This is an optimization exercise on Yosys and OpenROAD, whose aim is small area and a short achievable clock period, not a production implementation.
Only simulation tests tie the RTL to the original design; equivalence was not proved.

Setup of run 1:
Design rtc_top, start of the top module:
module rtc_top (
                input logic         clk_i,
                input logic         rstn_i,
                input logic         date_update_i,
                input logic [31:0]  date_i,
                output logic [31:0] date_o,
                input logic         clock_update_i,
                output logic [21:0] clock_o,
                input logic [21:0]  clock_i,
                input logic [9:0]   init_sec_cnt_i,
                input logic         calibre_update_i,
                input logic [15:0]  calibre_sec_cnt_i,
                output logic [15:0] calibre_sec_cnt_o,
                input logic         timer_update_i,
                input logic         timer_enable_i,
                input logic         timer_retrig_i,
                input logic [16:0]  timer_target_i,
                output logic [16:0] timer_value_o,
                input logic         alarm_enable_i,
                input logic [5:0]   alarm_mask_i,
                input logic         alarm_update_clock_i,
                input logic [21:0]  alarm_clock_i,
                output logic [21:0] alarm_clock_o,
                input logic         alarm_update_date_i,
                input logic [31:0]  alarm_date_i,
                output logic [31:0] alarm_date_o,
                input logic         event_flag_update_i,
                input logic [1:0]   event_flag_i,
                output logic [1:0]  event_flag_o,
                output logic        event_o
                );
Size: ~180 flip-flops, about 320 I/O pins, ~10000 µm² of cells after synthesis.
Settings: LEC_CHECK=0, CAP_MARGIN=20, CORE_MARGIN=2, CORE_UTILIZATION=40, CTS_BUF_LIST=sky130_fd_sc_hd__clkbuf_8, CTS_CLUSTER_SIZE=10, SETUP_SLACK_MARGIN=2.0, SLEW_MARGIN=20; clock period 5.0 ns.
standard.sh (not shown) runs the stock make flow with config.mk's settings and CLKGATE_MAP_FILE= SYNTH_SCRIPT=/design/flow/synth_recipe.tcl, a recipe that flattens the netlist after the stock synthesis.
==> flow/flow/run.sh <==
#!/bin/bash
# The standard layout, with two changes:
#  - synthesis maps the logic with flow/abc_map.script instead of ORFS's abc_speed.script
#    (flow/synth_abc.tcl is synth_recipe.tcl with that abc call swapped);
#  - the port buffers are made from the smallest buffer cell.
# Each tool writes its full log under orfs/logs; the make output goes to standard.log.
set -euo pipefail
HERE=$(pwd)
export ABC_SCRIPT=$HERE/flow/abc_map.script
export ABC_D=2000
export BUFFER_PORTS_ARGS="-buffer_cell sky130_fd_sc_hd__buf_1"
bash standard.sh SYNTH_SCRIPT=$HERE/flow/synth_abc.tcl finish > standard.log 2>&1
==> flow/flow/abc_map.script <==
strash
&get -n
&fraig -x
&put
scorr
dc2
dretime
strash
&get -n
&dch -f
&nf {D}
&put
buffer -c
upsize {D}
dnsize {D}
stime -p
==> flow/flow/synth_abc.tcl <==
proc synth {args} { yosys synth -nofsm -noshare {*}$args }
# abc with the mapping script named by ABC_SCRIPT and the delay target ABC_D (ps);
# the rest is synth_recipe.tcl unchanged
proc abc {args} {
  set i [lsearch -exact $args -script]
  if { $i >= 0 } { set args [lreplace $args [expr {$i + 1}] [expr {$i + 1}] $::env(ABC_SCRIPT)] }
  set j [lsearch -exact $args -D]
  if { $j >= 0 && [info exists ::env(ABC_D)] } { set args [lreplace $args [expr {$j + 1}] [expr {$j + 1}] $::env(ABC_D)] }
  yosys abc {*}$args
}
source $::env(SCRIPTS_DIR)/synth.tcl
# left out here: clear keep_hierarchy, flatten, clean up, hide names made inside functions, write 1_2_yosys.v
Run 1 completed end to end with timing, DRC and antenna clean.
The inputs of run 2 differ from those of run 1 as listed below.
Settings: changing SETUP_SLACK_MARGIN from 2.0 to 2.6; removing CTS_BUF_LIST (formerly sky130_fd_sc_hd__clkbuf_8); changing CORE_UTILIZATION from 40 to 65; removing CTS_CLUSTER_SIZE (formerly 10).
==> flow/flow/run.sh <==
#!/bin/bash
set -euo pipefail
export BUFFER_PORTS_ARGS="-buffer_cell sky130_fd_sc_hd__buf_1"
bash standard.sh finish > standard.log 2>&1
removed: flow/flow/abc_map.script
removed: flow/flow/synth_abc.tcl
### Flow results
Looking at critical path's slowest cell, the sky130_fd_sc_hd__buf_1 result is from run 1; the sky130_fd_sc_hd__or3b_2 one comes from run 2.
[compare] base=run 1 new=run 2: area added between synthesis and finish higher; post-layout utilization of the core now larger; via count of the first global-routing pass +about 18%.
Run 2 was carried through to the last stage, and its layout satisfied the timing, DRC and antenna checks.
Diff run 1 -> run 2 | first-pass GRT wire length | increase of 13%
Per the comparison of run 2 with run 1, area used by multi-input combinational logic higher, final-layout non-clock buffer area share higher.
Wire length reported by the detailed router: run 2 vs run 1 up about 13%
What run 3 does differently from run 2 at the input level:
Settings: swapping 65 for 40 in CORE_UTILIZATION.
## What came out
Run 3 vs. run 2: post-route cell area shows no meaningful change, layout filler cell count rose by 1475. Row die outline width: run 3 higher / run 2 lower. Run 3 vs run 2: worst hold slack after final layout up. The layout clock buffer count reported for run 3 is smaller than that of run 2 by 2. Run 3 vs run 2, launch point of the worst path: r_minutes[0]$_DFF_PN0_ vs r_seconds[0]$_DFF_PN0_. Between run 3 and run 2, the arithmetic-cell share of the synthesized area counting full adders, half adders and majority gates figures differ only marginally. Re die area: run 3 is about 60% up on run 2. [run 3 vs run 2] antenna diode instance count: lower in run 3. Clock tree cell share of total cell area: run 2 vs run 3, no meaningful difference.
diff inputs: run 3 => run 4
Settings: CTS_BUF_LIST now sky130_fd_sc_hd__clkbuf_8, previously not set; CTS_CLUSTER_SIZE now 10, previously not set; SETUP_SLACK_MARGIN now 2.3, was 2.6.
==> flow/flow/run.sh <==
#!/bin/bash
# The standard layout, with two changes:
#  - synthesis maps the logic with flow/abc_map.script instead of ORFS's abc_speed.script
#    (flow/synth_abc.tcl is synth_recipe.tcl with that abc call swapped);
#  - the port buffers are made from the smallest buffer cell.
# Each tool writes its full log under orfs/logs; the make output goes to standard.log.
set -euo pipefail
HERE=$(pwd)
export ABC_SCRIPT=$HERE/flow/abc_map.script
export ABC_D=2000
export BUFFER_PORTS_ARGS="-buffer_cell sky130_fd_sc_hd__buf_1"
bash standard.sh SYNTH_SCRIPT=$HERE/flow/synth_abc.tcl finish > standard.log 2>&1
==> flow/flow/abc_map.script (new file) <==
strash
&get -n
&fraig -x
&put
scorr
dc2
dretime
strash
&get -n
&dch -f
&nf {D}
&put
buffer -c
upsize {D}
dnsize {D}
stime -p
==> flow/flow/synth_abc.tcl (new file) <==
proc synth {args} { yosys synth -nofsm -noshare {*}$args }
# abc with the mapping script named by ABC_SCRIPT and the delay target ABC_D (ps);
# the rest is synth_recipe.tcl unchanged
proc abc {args} {
  set i [lsearch -exact $args -script]
  if { $i >= 0 } { set args [lreplace $args [expr {$i + 1}] [expr {$i + 1}] $::env(ABC_SCRIPT)] }
  set j [lsearch -exact $args -D]
  if { $j >= 0 && [info exists ::env(ABC_D)] } { set args [lreplace $args [expr {$j + 1}] [expr {$j + 1}] $::env(ABC_D)] }
  yosys abc {*}$args
}
source $::env(SCRIPTS_DIR)/synth.tcl
# left out here: clear keep_hierarchy, flatten, clean up, hide names made inside functions, write 1_2_yosys.v
==> summary.txt <==
- When the final numbers for run 3 and run 4 were put side by side, the utilization turned out to be smaller in run 4.
- Global router's overall resource usage in run 4 is 0.97 points lower than in run 3
- In summary, run 4 completed successfully, with a layout that passed the timing, DRC and antenna checks.
- Summary of run 4 over run 3: clock slew seen by the registers of the worst setup and hold paths barely changed, simple logic cell fraction of the synthesized area dropped 1.6 points.
Here is what was changed in the inputs of run 5 compared with run 4.
Settings: removing SETUP_SLACK_MARGIN (formerly 2.3); removing CTS_BUF_LIST (formerly sky130_fd_sc_hd__clkbuf_8); removing CTS_CLUSTER_SIZE (formerly 10).
==> flow/flow/run.sh <==
#!/bin/bash
set -euo pipefail
export BUFFER_PORTS_ARGS="-buffer_cell sky130_fd_sc_hd__buf_1"
bash standard.sh finish > standard.log 2>&1
removed: flow/flow/abc_map.script
removed: flow/flow/synth_abc.tcl
Findings:
Run 5 reports a lower fraction of synthesized cell area in xor and xnor cells than run 4 does. The final reports for run 5 and run 4 show required time of the critical path lower in the former. For run 5, the end of the critical path was r_match_date$_DFF_PN0_, unlike run 4, where it was r_match_time$_DFF_PN0_. Delta (run 5 minus run 4): final worst slack fell 0.77 ns, first-pass GRT wire length rose about 10%, highest clock frequency the design can meet fell about 22%. Run comparison: run 5 topmost layer with routed signal wires met4; run 4 topmost layer with routed signal wires met5.
#### Input delta (run 6 over run 5)
Settings: setting SETUP_SLACK_MARGIN to 2.3 for the first time.
==> flow/flow/run.sh <==
#!/bin/bash
# The standard layout, with two changes:
#  - synthesis maps the logic with flow/abc_map.script instead of ORFS's abc_speed.script
#    (flow/synth_abc.tcl is synth_recipe.tcl with that abc call swapped);
#  - the port buffers are made from the smallest buffer cell.
# Each tool writes its full log under orfs/logs; the make output goes to standard.log.
set -euo pipefail
HERE=$(pwd)
export ABC_SCRIPT=$HERE/flow/abc_map.script
export ABC_D=2000
export BUFFER_PORTS_ARGS="-buffer_cell sky130_fd_sc_hd__buf_1"
bash standard.sh SYNTH_SCRIPT=$HERE/flow/synth_abc.tcl finish > standard.log 2>&1
==> flow/flow/abc_map.script (new file) <==
strash
&get -n
&fraig -x
&put
scorr
dc2
dretime
strash
&get -n
&dch -f
&nf {D}
&put
buffer -c
upsize {D}
dnsize {D}
stime -p
==> flow/flow/synth_abc.tcl (new file) <==
proc synth {args} { yosys synth -nofsm -noshare {*}$args }
# abc with the mapping script named by ABC_SCRIPT and the delay target ABC_D (ps);
# the rest is synth_recipe.tcl unchanged
proc abc {args} {
  set i [lsearch -exact $args -script]
  if { $i >= 0 } { set args [lreplace $args [expr {$i + 1}] [expr {$i + 1}] $::env(ABC_SCRIPT)] }
  set j [lsearch -exact $args -D]
  if { $j >= 0 && [info exists ::env(ABC_D)] } { set args [lreplace $args [expr {$j + 1}] [expr {$j + 1}] $::env(ABC_D)] }
  yosys abc {*}$args
}
source $::env(SCRIPTS_DIR)/synth.tcl
# left out here: clear keep_hierarchy, flatten, clean up, hide names made inside functions, write 1_2_yosys.v
--- outcome ---
For the core utilization, run 6 came in 2.3 points higher than run 5 did.
Summary of run 6 over run 5: count of buffers not belonging to the clock network in the layout up 6.0%, highest cell delay on the worst timing path down 0.10 ns, critical path depth up 2, synthesized cell count down about 12%.
Diff run 6..run 5 | clock-buffer cell count | unchanged
Worst hold slack: run 5 vs run 6, no meaningful difference
In the tables for run 5 and run 6, met2 capacity usage during global routing reads lower with run 6.
Re cell area after placement: run 6 is 6.2% down on run 5.
The maximum number of pins on one net before global-route repair of run 6 falls short of that of run 5 by 95.

[static timing again, ports no longer ideal]
The results above use ideal ports. As a check the final layouts listed here were re-extracted and re-timed, cells and wires unchanged. Step 1, drivers: a clkbuf_16 drives clk_i and a buf_2 each remaining input, both assumed. Step 2, shift: input delay + t, output delay - t, t = (earliest + latest rising clock arrival at the registers) / 2. This alone moves slack from input paths to output paths. Three values: no drivers, after step 1, after step 2; two values: the first two.
run | shift t [ns] | setup WS [ns] | hold slack, ns | worst data-port slew with drivers (ns) | pins driven straight from the clock port
run 1 | 0.489 | 2.144 / 2.159 / 1.670 | 0.487 / 0.481 / 0.494 | 0.06 | 1
run 2 | 0.481 | 2.196 / 2.196 / 1.787 | 0.479 / 0.479 / 0.479 | 0.08 | 1
run 3 | 0.475 | 2.152 / 2.152 / 1.756 | 0.483 / 0.483 / 0.483 | 0.07 | 1
run 4 | 0.491 | 2.308 / 2.308 / 1.817 | 0.483 / 0.483 / 0.483 | 0.08 | 1
run 5 | 0.472 | 1.540 / 1.540 / 1.440 | 0.481 / 0.481 / 0.481 | 0.06 | 1
run 6 | 0.465 | 2.323 / 2.328 / 1.863 | 0.482 / 0.482 / 0.482 | 0.08 | 1
After both steps setup and hold are still met in every run listed. For run 4, which loses most, drivers alone change the setup slack by 0.000 ns; drivers and shift together by -0.491 ns.
